Context: an optimization exercise on an open-source flow, tuned for small area and a short achievable clock period. The choices shown serve that exercise and are no tape-out recipe.
At most, simulation tests tie the RTL to the original design; equivalence was not proved.
No activity file was given, so power comes from the tool's default toggle rates.

## Unsigned_Array_Multiplier_32_Bit_Top
module Unsigned_Array_Multiplier_32_Bit_Top (
    input         Clock_In,
    input         Enable_In,
    input  [31:0] Data_A_In,
    input  [31:0] Data_B_In,
    output [63:0] Multiplied_Result_Out
);
Settings: LEC_CHECK=0, CAP_MARGIN=20, CORE_MARGIN=2, CORE_UTILIZATION=60, SLEW_MARGIN=70, SYNTH_HIERARCHICAL=1, SYNTH_MINIMUM_KEEP_SIZE=0; clock period 12.0 ns.
standard.sh (not shown) runs the stock make flow with config.mk's settings and CLKGATE_MAP_FILE= SYNTH_SCRIPT=/design/flow/synth_recipe.tcl, a recipe that flattens the netlist after the stock synthesis.
==> flow/flow/run.sh <==
#!/bin/bash
# Own layout flow: the standard ORFS layout (standard.sh, standard synthesis
# unchanged), with area recovery on paths that have slack at global routing
# (RECOVER_POWER, cells may change footprint), and faster port buffers.
# Every tool's output goes to make.log in the work folder; ORFS's own per-step
# logs stay under orfs/logs/.
set -euo pipefail
export RECOVER_POWER=100
export BUFFER_PORTS_ARGS="-buffer_cell sky130_fd_sc_hd__buf_2"
bash standard.sh MATCH_CELL_FOOTPRINT=0 finish > make.log 2>&1
The first run produced a layout that fails on max-capacitance violations, max-slew violations.
==> next run, changes <==
==> flow/run.sh (new file) <==
#!/bin/bash
# synth_recipe.tcl (not shown) runs the flow's synth.tcl, then flattens the netlist and writes it again
# the make line also repeats each setting of config.mk as NAME=value (left out here)
make -C /OpenROAD-flow-scripts/flow DESIGN_CONFIG=/design/flow/config.mk WORK_HOME=/design/flow/orfs CLKGATE_MAP_FILE= SYNTH_SCRIPT=/design/flow/synth_recipe.tcl finish
removed: flow/flow/run.sh
removed: flow/standard.sh
Effect: With this change the flow produced a clean layout; flip-flop and latch count does not change; cell count is about the same; global-route usage came out lower by 0.96 points; first-iteration DRC count came out lower by 4.8%; wire length came out lower by 3.5%; clock skew came out lower by 0.0040 ns.
No run of this note included a check of the RTL's function; only the layout flow was run.

========
Another version of the RTL of Unsigned_Array_Multiplier_32_Bit_Top (not shown whole).
For scale: roughly 3000 cells after synthesis, roughly 130 I/O pins, ~32000 um2 of cells after synthesis.
==> flow/config.mk <==
export PLATFORM = sky130hd
export DESIGN_NAME = Unsigned_Array_Multiplier_32_Bit_Top
export DESIGN_NICKNAME = Unsigned_Array_Multiplier_32_Bit_Top
export VERILOG_FILES = /design/flow/design.v
export SDC_FILE = /design/flow/constraint.sdc
export NUM_CORES = 4
export LEC_CHECK = 0
export CAP_MARGIN = 20
export CORE_MARGIN = 2
export CORE_UTILIZATION = 60
export SLEW_MARGIN = 40
export SYNTH_HIERARCHICAL = 1
export SYNTH_MINIMUM_KEEP_SIZE = 0
export TNS_END_PERCENT = 10
==> flow/constraint.sdc <==
create_clock -name core_clock -period 12.0 [get_ports {Clock_In}]
set_input_delay 2.4000 -clock core_clock [delete_from_list [all_inputs] [get_ports {Clock_In}]]
set_output_delay 2.4000 -clock core_clock [all_outputs]
set_load 0.01 [all_outputs]
==> flow/flow/run.sh <==
#!/bin/bash
# Own layout flow: the standard ORFS layout (standard.sh, with the standard
# synthesis unchanged) with two changes: the port buffers are buf_2 (instead of
# the default pick, a slow delay buffer), and after floorplanning the
# combinational cells that synthesis upsized are set back to drive 1
# (flow/downsize.tcl); placement's repair_design then fixes slew/capacitance.
# Timing repair aims at a setup slack margin of 7.5 ns (a 4.5 ns period).
# make's full output goes to make.log in the work folder; ORFS's per-step logs
# stay in orfs/logs/.
set -euo pipefail
export BUFFER_PORTS_ARGS="-buffer_cell sky130_fd_sc_hd__buf_2"
export SETUP_SLACK_MARGIN=7.5
export POST_FLOORPLAN_TCL="$PWD/flow/downsize.tcl"
bash standard.sh finish > make.log 2>&1
==> flow/flow/downsize.tcl <==
set db [ord::get_db]
set block [ord::get_db_block]
set n 0
foreach inst [$block getInsts] {
  set m [[$inst getMaster] getName]
  if {![regexp {^(sky130_fd_sc_hd__([a-z0-9]+))_([0-9]+)$} $m -> base fn size]} { continue }
  if {$size eq "1" || $size eq "0"} { continue }
  if {[regexp {^(df|dl|sdf|edf|buf|clk|inv|dly|conb|tap|fill|decap|ha$|fa$|probe|lpflow)} $fn]} { continue }
  set new [$db findMaster "${base}_1"]
  if {$new eq "NULL"} { continue }
  $inst swapMaster $new
  incr n
}
puts "downsize.tcl: set $n cells to drive 1"
The starting point passed the timing, design-rule and antenna checks.
Then changed:
Settings changed: SLEW_MARGIN 40 to 70, TNS_END_PERCENT 10 to not set.
Result: The new run completed without violations; non-clock buffer count climbs by 53; final cell count climbs by about 1.5%; fmax climbs by about 0.6%; power climbs by 5.3%; worst setup slack improved by 0.029 ns; clock skew drops by 0.010 ns; global-route usage climbs by 0.31 points.
Then changed:
Settings changed: CORE_UTILIZATION 60 to 55, SLEW_MARGIN 70 to 40, TNS_END_PERCENT set to 10.
=> The changed run finished with timing, DRC and antenna clean; area after synthesis stays the same; non-clock buffer count goes down by 59; clock-buffer cell count goes up by 3; utilization goes down by 7.5 points; design area goes down by about 4%; setup slack loses 0.067 ns; cell count goes up by about 0.65%; sequential cell count stays the same.
Then changed:
--- a/flow/flow/run.sh
+++ b/flow/flow/run.sh
@@ -6,2 +6,3 @@
 # (flow/downsize.tcl); placement's repair_design then fixes slew/capacitance.
+# Clock tree synthesis runs without dummy loads (CTS_ARGS).
 # Timing repair aims at a setup slack margin of 7.5 ns (a 4.5 ns period).
@@ -12,2 +13,3 @@
 export SETUP_SLACK_MARGIN=7.5
+export CTS_ARGS="-sink_clustering_enable -repair_clock_nets -dont_use_dummy_load"
 export POST_FLOORPLAN_TCL="$PWD/flow/downsize.tcl"
Result: Non-clock buffer count rose by 3; critical path depth increases by 2; worst hold slack improved by 0.0067 ns; power drops by about 1.8%; design area went down by about 0.33%; first-iteration DRC count is higher by about 5%; routed wire length rises by about 0.8%; setup slack gains 0.042 ns; clock power shrinks by 21%; fmax rose by 0.92%.

========
Unsigned_Array_Multiplier_32_Bit_Top, a different RTL version from the one above (not shown whole).
Size in the first run: about 2,900 cells after synthesis, about 130 I/O pins, roughly 0.031 mm² of cells after synthesis.
Settings: LEC_CHECK=0, CAP_MARGIN=20, CORE_MARGIN=2, CORE_UTILIZATION=50, SLEW_MARGIN=70, SYNTH_HIERARCHICAL=1, SYNTH_MINIMUM_KEEP_SIZE=0; clock period 12.0 ns.
==> flow/flow/run.sh <==
#!/bin/bash
# Own layout flow: the standard ORFS layout (standard.sh, with the standard
# synthesis unchanged); the only change is the cell used for the port buffers
# (buf_2 instead of the default pick, a slow delay buffer). make's full output
# goes to make.log in the work folder; ORFS's per-step logs stay in orfs/logs/.
set -euo pipefail
export BUFFER_PORTS_ARGS="-buffer_cell sky130_fd_sc_hd__buf_2"
bash standard.sh finish > make.log 2>&1
==> next run, changes <==
==> flow/run.sh (new file) <==
#!/bin/bash
# synth_recipe.tcl (not shown) runs the flow's synth.tcl, then flattens the netlist and writes it again
# the make line also repeats each setting of config.mk as NAME=value (left out here)
make -C /OpenROAD-flow-scripts/flow DESIGN_CONFIG=/design/flow/config.mk WORK_HOME=/design/flow/orfs CLKGATE_MAP_FILE= SYNTH_SCRIPT=/design/flow/synth_recipe.tcl finish
removed: flow/flow/run.sh
removed: flow/standard.sh
The new run finished with timing, DRC and antenna clean.
Design area rises by 2.9%.
Wire length barely changes.
Global-route usage shrinks by 0.12 points.
Synthesized cell count stays the same.
Clock-buffer cell count goes down by 3.
Via count barely changes.
Final cell count rises by 0.30%.
Maximum frequency is lower by 7.8%.
No functional check of the RTL was part of any run of this note.

## separate check: timing with driven ports
How much do the figures lean on ideal ports? The routed layouts below were timed once more, with nothing changed but the port constraints. Step 1: set_driving_cell puts a clkbuf_16 on Clock_In and a buf_2 on each other input, an assumption about the parent block. Step 2, shift: input delay + t, output delay - t, t = (earliest + latest rising clock arrival at the registers) / 2. This alone moves slack from input paths to output paths. Three values: ideal, step 1, step 2; two values: the first two.
| run | shift t [ns] | slack for setup (ns) | worst hold slack (ns) | worst slew at a driven data input, ns |
|---|---|---|---|---|
| the first run of note 1 | 0.615 | 5.516 / 5.458 / 5.832 | 0.819 / 0.819 / 0.819 | 0.03 |
| the second run of note 1 | 0.615 | 6.187 / 6.124 / 6.739 | 0.715 / 0.715 / 0.715 | 0.04 |
| the first run of note 2 | 0.649 | 7.399 / 7.336 / 7.223 | 0.825 / 0.825 / 0.825 | 0.05 |
| the second run of note 2 | 0.651 | 7.428 / 7.365 / 7.226 | 0.794 / 0.794 / 0.794 | 0.05 |
| the third run of note 2 | 0.663 | 7.361 / 7.304 / 7.298 | 0.834 / 0.834 / 0.834 | 0.05 |
| the fourth run of note 2 | 0.635 | 7.403 / 7.346 / 7.285 | 0.841 / 0.841 / 0.841 | 0.05 |
| the first run of note 3 | 0.626 | 6.558 / 6.497 / 7.123 | 0.730 / 0.730 / 0.730 | 0.05 |
| the second run of note 3 | 0.631 | 6.100 / 6.042 / 6.673 | 0.694 / 0.694 / 0.694 | 0.04 |
For the second run of note 2, which loses most, drivers alone change the setup slack by -0.063 ns; drivers and shift together by -0.202 ns.
